This is an optimization exercise on Yosys and OpenROAD, whose aim is small area, not a production implementation. The RTL was checked by simulation tests, not by an equivalence proof against the original design. No driver is modelled on the clock port, so clocking that relies on it looks cheaper here than on a real chip. No activity file was given, so power comes from the tool's default toggle rates.

== v6 ==
// router_fifo
module router_fifo(clk,rstn,din,rd_enb,wr_enb,d_out,lfd_state,sft_rst,full,empty);
==> flow/config.mk <==
export PLATFORM = sky130hd
export DESIGN_NAME = router_fifo
export DESIGN_NICKNAME = router_fifo
export VERILOG_FILES = /design/flow/design.v
export SDC_FILE = /design/flow/constraint.sdc
export NUM_CORES = 4
export LEC_CHECK = 0
export CAP_MARGIN = 20
export CORE_MARGIN = 2
export CORE_UTILIZATION = 60
export SLEW_MARGIN = 20
==> flow/constraint.sdc <==
create_clock -name core_clock -period 5.0 [get_ports {clk}]
set_input_delay 1.0000 -clock core_clock [delete_from_list [all_inputs] [get_ports {clk}]]
set_output_delay 1.0000 -clock core_clock [all_outputs]
set_load 0.01 [all_outputs]
standard.sh (not shown) runs the stock make flow with config.mk's settings and CLKGATE_MAP_FILE= SYNTH_SCRIPT=/design/flow/synth_recipe.tcl, a recipe that flattens the netlist after the stock synthesis.
==> flow/flow/run.sh <==
#!/bin/bash
# Standard ORFS layout with smaller port buffers, no CTS dummy loads and
# power/area recovery on non-critical gates. Full make output in flow.log.
set -euo pipefail
export BUFFER_PORTS_ARGS="-buffer_cell sky130_fd_sc_hd__buf_1"
export CTS_ARGS="-sink_clustering_enable -repair_clock_nets -buf_list sky130_fd_sc_hd__clkbuf_8 -dont_use_dummy_load -sink_clustering_size 30 -sink_clustering_max_diameter 80"
export RECOVER_POWER=100
bash standard.sh finish > flow.log 2>&1
Although v6 finished all stages, its layout failed final checks on capacitance limit, slew limit.
What v7 does differently from v6 at the input level:
==> flow/flow/run.sh <==
#!/bin/bash
# Standard ORFS layout with smaller port buffers, no CTS dummy loads and
# power/area recovery on non-critical gates. Full make output in flow.log.
set -euo pipefail
export BUFFER_PORTS_ARGS="-buffer_cell sky130_fd_sc_hd__buf_1"
export CTS_ARGS="-sink_clustering_enable -repair_clock_nets -buf_list sky130_fd_sc_hd__clkbuf_8 -dont_use_dummy_load"
export RECOVER_POWER=100
bash standard.sh finish > flow.log 2>&1
--- outcome ---
FAIL for each of v7 and v6
v6 finished every stage; the final checks, however, were not passed, the failures being capacitance limit, slew limit.
From the logs: v7 reached the end of the flow and failed the layout checks with capacitance limit, slew limit.
In terms of leakage power, v6 and v7 differ only marginally.
Re total core area: no difference whatsoever between v6 and v7.
Routed wire length: v7 vs v6 identical

Starting RTL as in the previous note.
export LEC_CHECK = 0
export CAP_MARGIN = 0
export CORE_MARGIN = 2
export CORE_UTILIZATION = 60
export GPL_TIMING_DRIVEN = 0
export SLEW_MARGIN = 0
create_clock -name core_clock -period 5.0 [get_ports {clk}]
==> flow/flow/run.sh <==
#!/bin/bash
# Own layout flow:
#  1. the standard synthesis (standard.sh synth), unchanged;
#  2. its combinational logic re-mapped for area with ABC (remap.sh), every
#     flip-flop kept as the standard synthesis made it, and the result proven
#     equivalent to the standard netlist (if any step fails, the standard
#     netlist is kept);
#  3. the standard ORFS layout (standard.sh finish), with buf_1 port buffers,
#     no CTS dummy loads, and clock buffers downsized after CTS where the
#     flip-flop clock pins keep a slew under 110 ps (post_cts.tcl).
# Each tool's output goes to its own log file in this folder.
set -uo pipefail
W=$(pwd)
F=$W/flow
if [[ -x $FLOW_HOME/../tools/install/yosys/bin/yosys ]]; then
  export YOSYS=$FLOW_HOME/../tools/install/yosys/bin/yosys
fi
export BUFFER_PORTS_ARGS="-buffer_cell sky130_fd_sc_hd__buf_1"
export POST_CTS_TCL=$F/post_cts.tcl
export CTS_ARGS="-sink_clustering_enable -repair_clock_nets -buf_list sky130_fd_sc_hd__clkbuf_8 -dont_use_dummy_load"
bash standard.sh synth > synth.log 2>&1 || exit 1
RES=$W/orfs/results/sky130hd/router_fifo/base
cp $RES/1_2_yosys.v $W/standard_netlist.v
if bash $F/remap.sh $W/standard_netlist.v $W/remapped.v $F/area.abc $W/remap > remap.log 2>&1; then
  echo "remapped netlist used" >> remap.log
  cp $W/remapped.v $RES/1_2_yosys.v
  rm -f $RES/1_synth.odb $RES/1_synth.sdc
  bash standard.sh synth > synth_remapped.log 2>&1 || exit 1
else
  echo "remap failed: standard netlist kept" >> remap.log
fi
bash standard.sh finish > layout.log 2>&1
==> flow/flow/area.abc <==
strash
&get -n
&st
&deepsyn -T 60
&dch -f
&nf -R 1000 -a
&put
topo
==> flow/flow/clkdown.tcl <==
# Downsize clock-tree buffers while every flip-flop clock pin keeps a slew
# under clk_slew_target (placement parasitics). Run after CTS.
proc clk_worst_slew {} {
  set worst 0
  foreach pin [all_registers -clock_pins] {
    foreach e {rise fall} {
      foreach a {min max} {
        set s [sta::time_ui_sta [get_property $pin slew_${a}_$e]]
        if {$s > $worst} { set worst $s }
      }
    }
  }
  return $worst
}
proc clk_downsize {target sizes} {
  set block [ord::get_db_block]
  estimate_parasitics -placement
  puts "clkdown: start worst clock pin slew [format %.1f [expr [clk_worst_slew]*1e12]] ps"
  # leaves first (they drive the flip-flops), the root last
  set insts {}
  foreach inst [$block getInsts] {
    if {[string match "sky130_fd_sc_hd__clkbuf_*" [[$inst getMaster] getName]] && [string match "clkbuf_*" [$inst getName]]} {
      lappend insts $inst
    }
  }
  set insts [lsort -command {apply {{a b} {expr {[string length [$b getName]] - [string length [$a getName]]}}}} $insts]
  foreach inst $insts {
    set name [$inst getName]
    set orig [[$inst getMaster] getName]
    foreach cand $sizes {
      if {$cand eq $orig} { break }
      replace_cell $name $cand
      estimate_parasitics -placement
      set w [clk_worst_slew]
      if {$w <= $target} {
        puts "clkdown: $name $orig -> $cand (worst [format %.1f [expr $w*1e12]] ps)"
        set orig $cand
        break
      }
      replace_cell $name $orig
    }
  }
  estimate_parasitics -placement
  puts "clkdown: end worst clock pin slew [format %.1f [expr [clk_worst_slew]*1e12]] ps"
}
==> flow/flow/post_cts.tcl <==
# ORFS POST_CTS_TCL hook: downsize clock buffers while every flip-flop clock
# pin stays under 110 ps of slew.
source [file join [file dirname [info script]] clkdown.tcl]
set_propagated_clock [all_clocks]
clk_downsize 110e-12 {sky130_fd_sc_hd__clkbuf_1 sky130_fd_sc_hd__clkbuf_2 sky130_fd_sc_hd__clkbuf_4 sky130_fd_sc_hd__clkbuf_8}
Other scripts of this flow, unchanged in this note and not shown: flow/flow/dontuse.txt, flow/flow/genmodels.py, flow/flow/remap.sh
Change:
--- a/flow/flow/run.sh
+++ b/flow/flow/run.sh
@@ -10 +10,3 @@
-#     flip-flop clock pins keep a slew under 110 ps (post_cts.tcl).
+#     flip-flop clock pins keep a slew under 110 ps (post_cts.tcl), and,
+#     before repair_design, drivers of nets with a slew over 1.2 ns upsized
+#     where that fixes the slew (presize.tcl), so fewer buffers are added.
@@ -18,0 +21 @@
+export PRE_RESIZE_TCL=$F/presize.tcl
==> flow/flow/presize.tcl (new file) <==
proc ps_load_slew {drv_inst_name out_pin} {
  set worst 0
  set net [get_nets -of_objects [get_pins $drv_inst_name/$out_pin]]
  foreach p [get_pins -of_objects $net -filter "direction == input"] {
    foreach e {rise fall} {
      set s [sta::time_ui_sta [get_property $p slew_max_$e]]
      if {$s > $worst} { set worst $s }
    }
  }
  foreach e {rise fall} {
    set s [sta::time_ui_sta [get_property [get_pins $drv_inst_name/$out_pin] slew_max_$e]]
    if {$s > $worst} { set worst $s }
  }
  return $worst
}
proc presize {limit} {
  set block [ord::get_db_block]
  set db [ord::get_db]
  estimate_parasitics -placement
  set n 0
  foreach inst [$block getInsts] {
    set m [$inst getMaster]
    set mname [$m getName]
    if {![regexp {^(sky130_fd_sc_hd__[a-z0-9]+)_([0-9]+)$} $mname -> base size]} { continue }
    if {[string match "*df*" $base] || [string match "*clk*" $base] || [string match "*tap*" $base]} { continue }
    set outs {}
    foreach mt [$m getMTerms] {
      if {[$mt getIoType] eq "OUTPUT" && [$mt getSigType] eq "SIGNAL"} { lappend outs [$mt getName] }
    }
    if {[llength $outs] != 1} { continue }
    set out [lindex $outs 0]
    set iname [$inst getName]
    if {[ps_load_slew $iname $out] <= $limit} { continue }
    # bigger variants of the same cell, smallest first
    set cands {}
    foreach lib [$db getLibs] {
      foreach cm [$lib getMasters] {
        if {[regexp "^${base}_(\[0-9\]+)\$" [$cm getName] -> s] && $s > $size} {
          lappend cands [list [expr {[$cm getWidth]}] [$cm getName]]
        }
      }
    }
    set done 0
    foreach c [lsort -integer -index 0 $cands] {
      replace_cell $iname [lindex $c 1]
      estimate_parasitics -placement
      if {[ps_load_slew $iname $out] <= $limit} {
        puts "presize: $iname $mname -> [lindex $c 1]"
        incr n; set done 1; break
      }
    }
    if {!$done} { replace_cell $iname $mname; estimate_parasitics -placement }
  }
  puts "presize: $n drivers upsized"
}

presize 1.2e-9
Settings changed: CAP_MARGIN 0 to 20, SLEW_MARGIN 0 to 20.
Result: Via count came out higher slightly; cell count stays flat; worst setup slack gets better by 0.12 ns; clock-buffer cell count does not change; wire length goes down slightly; clock power goes down by a few percent; area after synthesis is unchanged; synthesized cell count does not change; cell area hardly moves; hold slack improves by 0.0060 ns.
Change:
--- a/flow/flow/run.sh
+++ b/flow/flow/run.sh
@@ -10,3 +10 @@
-#     flip-flop clock pins keep a slew under 110 ps (post_cts.tcl), and,
-#     before repair_design, drivers of nets with a slew over 1.2 ns upsized
-#     where that fixes the slew (presize.tcl), so fewer buffers are added.
+#     flip-flop clock pins keep a slew under 110 ps (post_cts.tcl).
@@ -21 +18,0 @@
-export PRE_RESIZE_TCL=$F/presize.tcl
removed: flow/flow/presize.tcl
Outcome:
- combinational power went down by 7.4%
- hold slack improved by 0.0056 ns
- design area increases by 1.6%
- power hardly moves
Change:
--- a/flow/flow/run.sh
+++ b/flow/flow/run.sh
@@ -8,3 +8,2 @@
-#  3. the standard ORFS layout (standard.sh finish), with buf_1 port buffers,
-#     no CTS dummy loads, and clock buffers downsized after CTS where the
-#     flip-flop clock pins keep a slew under 110 ps (post_cts.tcl).
+#  3. the standard ORFS layout (standard.sh finish), with buf_1 port buffers
+#     and no CTS dummy loads.
@@ -19 +17,0 @@
-export POST_CTS_TCL=$F/post_cts.tcl
==> flow/flow/area.abc (replaced) <==
strash
&get -n
&st
&deepsyn -T 20
&dch -f
&nf -R 1000 -a
&put
topo
Settings changed: GPL_TIMING_DRIVEN 0 to unset.
removed: flow/flow/clkdown.tcl
removed: flow/flow/post_cts.tcl
Result: Global-route usage went up by 2.8 points; setup slack improves by 0.33 ns; core utilization went up by 0.23 points; sequential share of layout area fell by 0.25 points; cell area went up by 0.35%; hold slack is worse by 0.023 ns; die area is unchanged.

-- port drivers added, routing unchanged --
In the flow no input, the clock included, has a driving cell. The finished layouts below were timed again as built, in two steps. Step 1: set_driving_cell puts a clkbuf_16 on clk and a buf_2 on each other input, an assumption about the parent block. Step 2 moves the port delays by t, midway between the first and last clock arrival at a register: inputs arrive t later, outputs are due t later. That takes back most of the time a late clock gives input paths. Slacks: no drivers / after step 1 / after step 2; pairs: no drivers / after step 1.
| run | t, ns | setup WS [ns] | worst setup path at the end |
|---|---|---|---|
| v6 | 0.475 | 1.416 / 1.416 / 1.416 | register to register |
| v7 | 0.475 | 1.416 / 1.416 / 1.416 | register to register |
| the first run of note 2 | 0.473 | 1.750 / 1.750 / 1.320 | input to register |
| the second run of note 2 | 0.581 | 1.871 / 1.871 / 1.305 | input to register |
| the third run of note 2 | 0.570 | 1.598 / 1.560 / 1.488 | input to register |
| the fourth run of note 2 | 0.472 | 1.924 / 1.924 / 1.924 | register to register |
The setup slack of the second run of note 2, which loses most, moves by 0.000 ns with the drivers and by -0.566 ns with both steps.
